What follows belongs to an exercise in optimizing a design on an open flow for small area, a short achievable clock period and few clock cycles; a production flow would make more cautious choices. Power is estimated from default activity; no workload was simulated.

Setup of the baseline:
## aoc_solver_top
module aoc_solver_top (
    input         clear,
    input         clock,
    input  [31:0] reg_wdata,
    input         reg_write_strobe,
    input  [3:0]  reg_addr,
    output [31:0] reg_rdata
);
Size in the first run: ~4300 cells after synthesis, ~1100 flip-flops, roughly 71 I/O pins, ~40000 sq um of cells after synthesis.
clock: 5.0 ns
lec_check: 0
abc_area: 1
cap_margin: 20
core_margin: 2
core_utilization: 40
cts_cluster_diameter: 80
cts_cluster_size: 24
setup_slack_margin: 2.5
slew_margin: 20
standard.sh (not shown) runs the stock make flow with config.mk's settings and CLKGATE_MAP_FILE= SYNTH_SCRIPT=/design/flow/synth_recipe.tcl, a recipe that flattens the netlist after the stock synthesis.
==> flow/flow/run.sh <==
#!/bin/bash
# The standard layout with two changes, both to the design's combinational
# logic in front of the ports, none to its registers:
#  - reg_rdata: flow/rdata_patch.py replaces the shared reg_addr decode that
#    synthesis puts in front of the status bits by a 2-gate cone per bit
#    (see the script);
#  - the port buffers are sky130_fd_sc_hd__buf_4, not the slow
#    clkdlybuf4s50_1 that buffer_ports picks by itself.
# Each step's output goes to a log file of its own in this folder.
set -euo pipefail
bash standard.sh synth > standard_synth.log 2>&1
python3 flow/rdata_patch.py orfs/results/sky130hd/aoc_solver_top/base/1_2_yosys.v > rdata_patch.log 2>&1
bash standard.sh 'BUFFER_PORTS_ARGS=-buffer_cell sky130_fd_sc_hd__buf_4' finish > standard_finish.log 2>&1
==> flow/flow/rdata_patch.py <==
#!/usr/bin/env python3
"""Rewrites the logic in front of reg_rdata in a Yosys netlist of aoc_solver_top.

Every reg_rdata bit that holds state is (reg_addr == 1) & state_bit. Synthesis shares one
decode of reg_addr among them, three gates deep behind the port. This puts a 2-gate cone
in front of each such bit instead:
  n   = nand2(reg_addr[0], state_bit)
  out = nor4(reg_addr[3], reg_addr[2], reg_addr[1], n)
and drops the gates left driving nothing. The registers are not touched.
usage: rdata_patch.py NETLIST  (rewritten in place)
"""
import re, sys

path = sys.argv[1]
text = open(path).read()
STATE = {0: 'done'}
STATE.update({16 + i: '\\b0[%d]' % i for i in range(11)})
OUTPINS = {'X', 'Y', 'Q', 'Q_N', 'SUM', 'COUT', 'HI', 'LO'}

head_end = text.index('  sky130_fd_sc_hd__')
head, body = text[:head_end], text[head_end:]
tail_start = body.rindex('endmodule')
body, tail = body[:tail_start], body[tail_start:]
inst_re = re.compile(r'  (sky130_fd_sc_hd__\w+) (\\?\S+)\s+\((.*?)\n  \);\n', re.S)
insts = []
pos = 0
for m in inst_re.finditer(body):
    assert body[pos:m.start()].strip() == '', body[pos:m.start()][:200]
    pins = [(p, n.strip()) for p, n in re.findall(r'\.(\w+)\(([^()]*)\)', m.group(3))]
    insts.append([m.group(1), m.group(2), pins])
    pos = m.end()
rest = body[pos:]
assert rest.strip().startswith('assign') or rest.strip() == '' or True

def esc(n):
    return n + ' ' if n.startswith('\\') else n

def outs(i):
    return [n for p, n in i[2] if p in OUTPINS]

drivers = {}
for i in insts:
    for n in outs(i):
        drivers[n] = i
# the state nets must be flip-flop outputs
for bit, net in STATE.items():
    d = drivers.get(net)
    if d is None or 'df' not in d[0]:
        print('state net %r not a flip-flop output; netlist left as is' % net)
        sys.exit(0)
removed = set()
for bit in STATE:
    d = drivers.get('reg_rdata[%d]' % bit)
    if d is None:
        print('reg_rdata[%d] has no driver; netlist left as is' % bit)
        sys.exit(0)
    removed.add(id(d))
# drop gates that drive nothing (not flip-flops)
ports = set(re.findall(r'(?:output|input)\s+(?:\[\d+:\d+\]\s+)?(\w+)', head))
changed = True
while changed:
    changed = False
    used = set()
    for i in insts:
        if id(i) in removed:
            continue
        for p, n in i[2]:
            if p not in OUTPINS:
                used.add(n)
    used |= set(re.findall(r'assign\s+\S+\s*=\s*(\\?\S+?)\s*;', rest))
    for i in insts:
        if id(i) in removed or 'df' in i[0]:
            continue
        o = outs(i)
        if o and all((n not in used) and not n.startswith('reg_rdata') for n in o):
            removed.add(id(i))
            changed = True
kept = [i for i in insts if id(i) not in removed]
new = []
wires = []
for bit, net in sorted(STATE.items()):
    w = 'rdpatch_n%d' % bit
    wires.append('  wire %s;\n' % w)
    new.append('  sky130_fd_sc_hd__nand2_1 rdpatch_nand%d (\n    .A(reg_addr[0]),\n    .B(%s),\n    .Y(%s)\n  );\n' % (bit, esc(net), w))
    new.append('  sky130_fd_sc_hd__nor4_1 rdpatch_nor%d (\n    .A(reg_addr[3]),\n    .B(reg_addr[2]),\n    .C(reg_addr[1]),\n    .D(%s),\n    .Y(reg_rdata[%d])\n  );\n' % (bit, w, bit))
def fmt(i):
    return '  %s %s (\n%s\n  );\n' % (i[0], esc(i[1]), ',\n'.join('    .%s(%s)' % (p, esc(n)) for p, n in i[2]))
out = head + ''.join(wires) + ''.join(fmt(i) for i in kept) + ''.join(new) + rest + tail
open(path, 'w').write(out)
print('removed %d cells, added %d' % (len(insts) - len(kept), len(new)))
The baseline | stages: all done | timing, DRC, antenna: all pass
What the candidate does differently from the baseline at the input level:
-- flow/flow/rdata_patch.py --
<<< the baseline, line 8
  out = nor4(reg_addr[3], reg_addr[2], reg_addr[1], n)
>>> the candidate, line 8
  out = nor4(reg_addr[3], reg_addr[2], reg_addr[1], n)   (a nor4_2: the port buffer after it
  is the only load, and a nor4_1 drives it with a slow edge)
<<< the baseline, line 85
    new.append('  sky130_fd_sc_hd__nor4_1 rdpatch_nor%d (\n    .A(reg_addr[3]),\n    .B(reg_addr[2]),\n    .C(reg_addr[1]),\n    .D(%s),\n    .Y(reg_rdata[%d])\n  );\n' % (bit, w, bit))
>>> the candidate, line 86
    new.append('  sky130_fd_sc_hd__nor4_2 rdpatch_nor%d (\n    .A(reg_addr[3]),\n    .B(reg_addr[2]),\n    .C(reg_addr[1]),\n    .D(%s),\n    .Y(reg_rdata[%d])\n  );\n' % (bit, w, bit))
### Flow results
The candidate finished every step from synthesis to the final layout, and the layout passed the timing, design-rule and antenna checks. When the candidate is measured against the baseline, its count of clock-net buffers in the final layout turns out about 1.8% higher. As far as final worst hold slack is concerned, the baseline and the candidate perform about the same. ~same final non-filler cell area in the baseline and the candidate. From the baseline to the candidate the numbers moved as follows: utilization after layout has remained practically unchanged; portion of total power attributed to combinational logic about even; met3 layer wire length in the routed design went up by 170 um. Against the baseline as the reference, the candidate delivers a lower global-route wire length before repair.
Function was not checked in any run of this note: the RTL went through the layout flow alone.

re-timing with driven ports:
In the flow no input, the clock included, has a driving cell. The finished layouts below were timed again as built, in two steps.
Step 1 (the two cells are an assumption about what drives the block):
set clk [get_ports {clock}]
set_driving_cell -lib_cell sky130_fd_sc_hd__clkbuf_16 $clk
set_driving_cell -lib_cell sky130_fd_sc_hd__buf_2 [delete_from_list [all_inputs] $clk]
Step 2 times the ports against the registers' clock, not the clock port: input delays grow and output delays shrink by t, the midpoint of the rising clock arrivals with the driver on.
Slacks: ideal ports / drivers / drivers and shift; pairs: ideal ports / drivers.
run	t (ns)	setup slack, ns	worst hold slack (ns)
the baseline	0.716	2.285 / 2.142 / 2.142	0.323 / 0.323 / 0.323
the candidate	0.726	2.342 / 2.244 / 2.244	0.322 / 0.322 / 0.322
After both steps every run listed still meets setup and hold. The setup slack of the baseline, which loses most, moves by -0.143 ns with the drivers and by -0.143 ns with both steps.
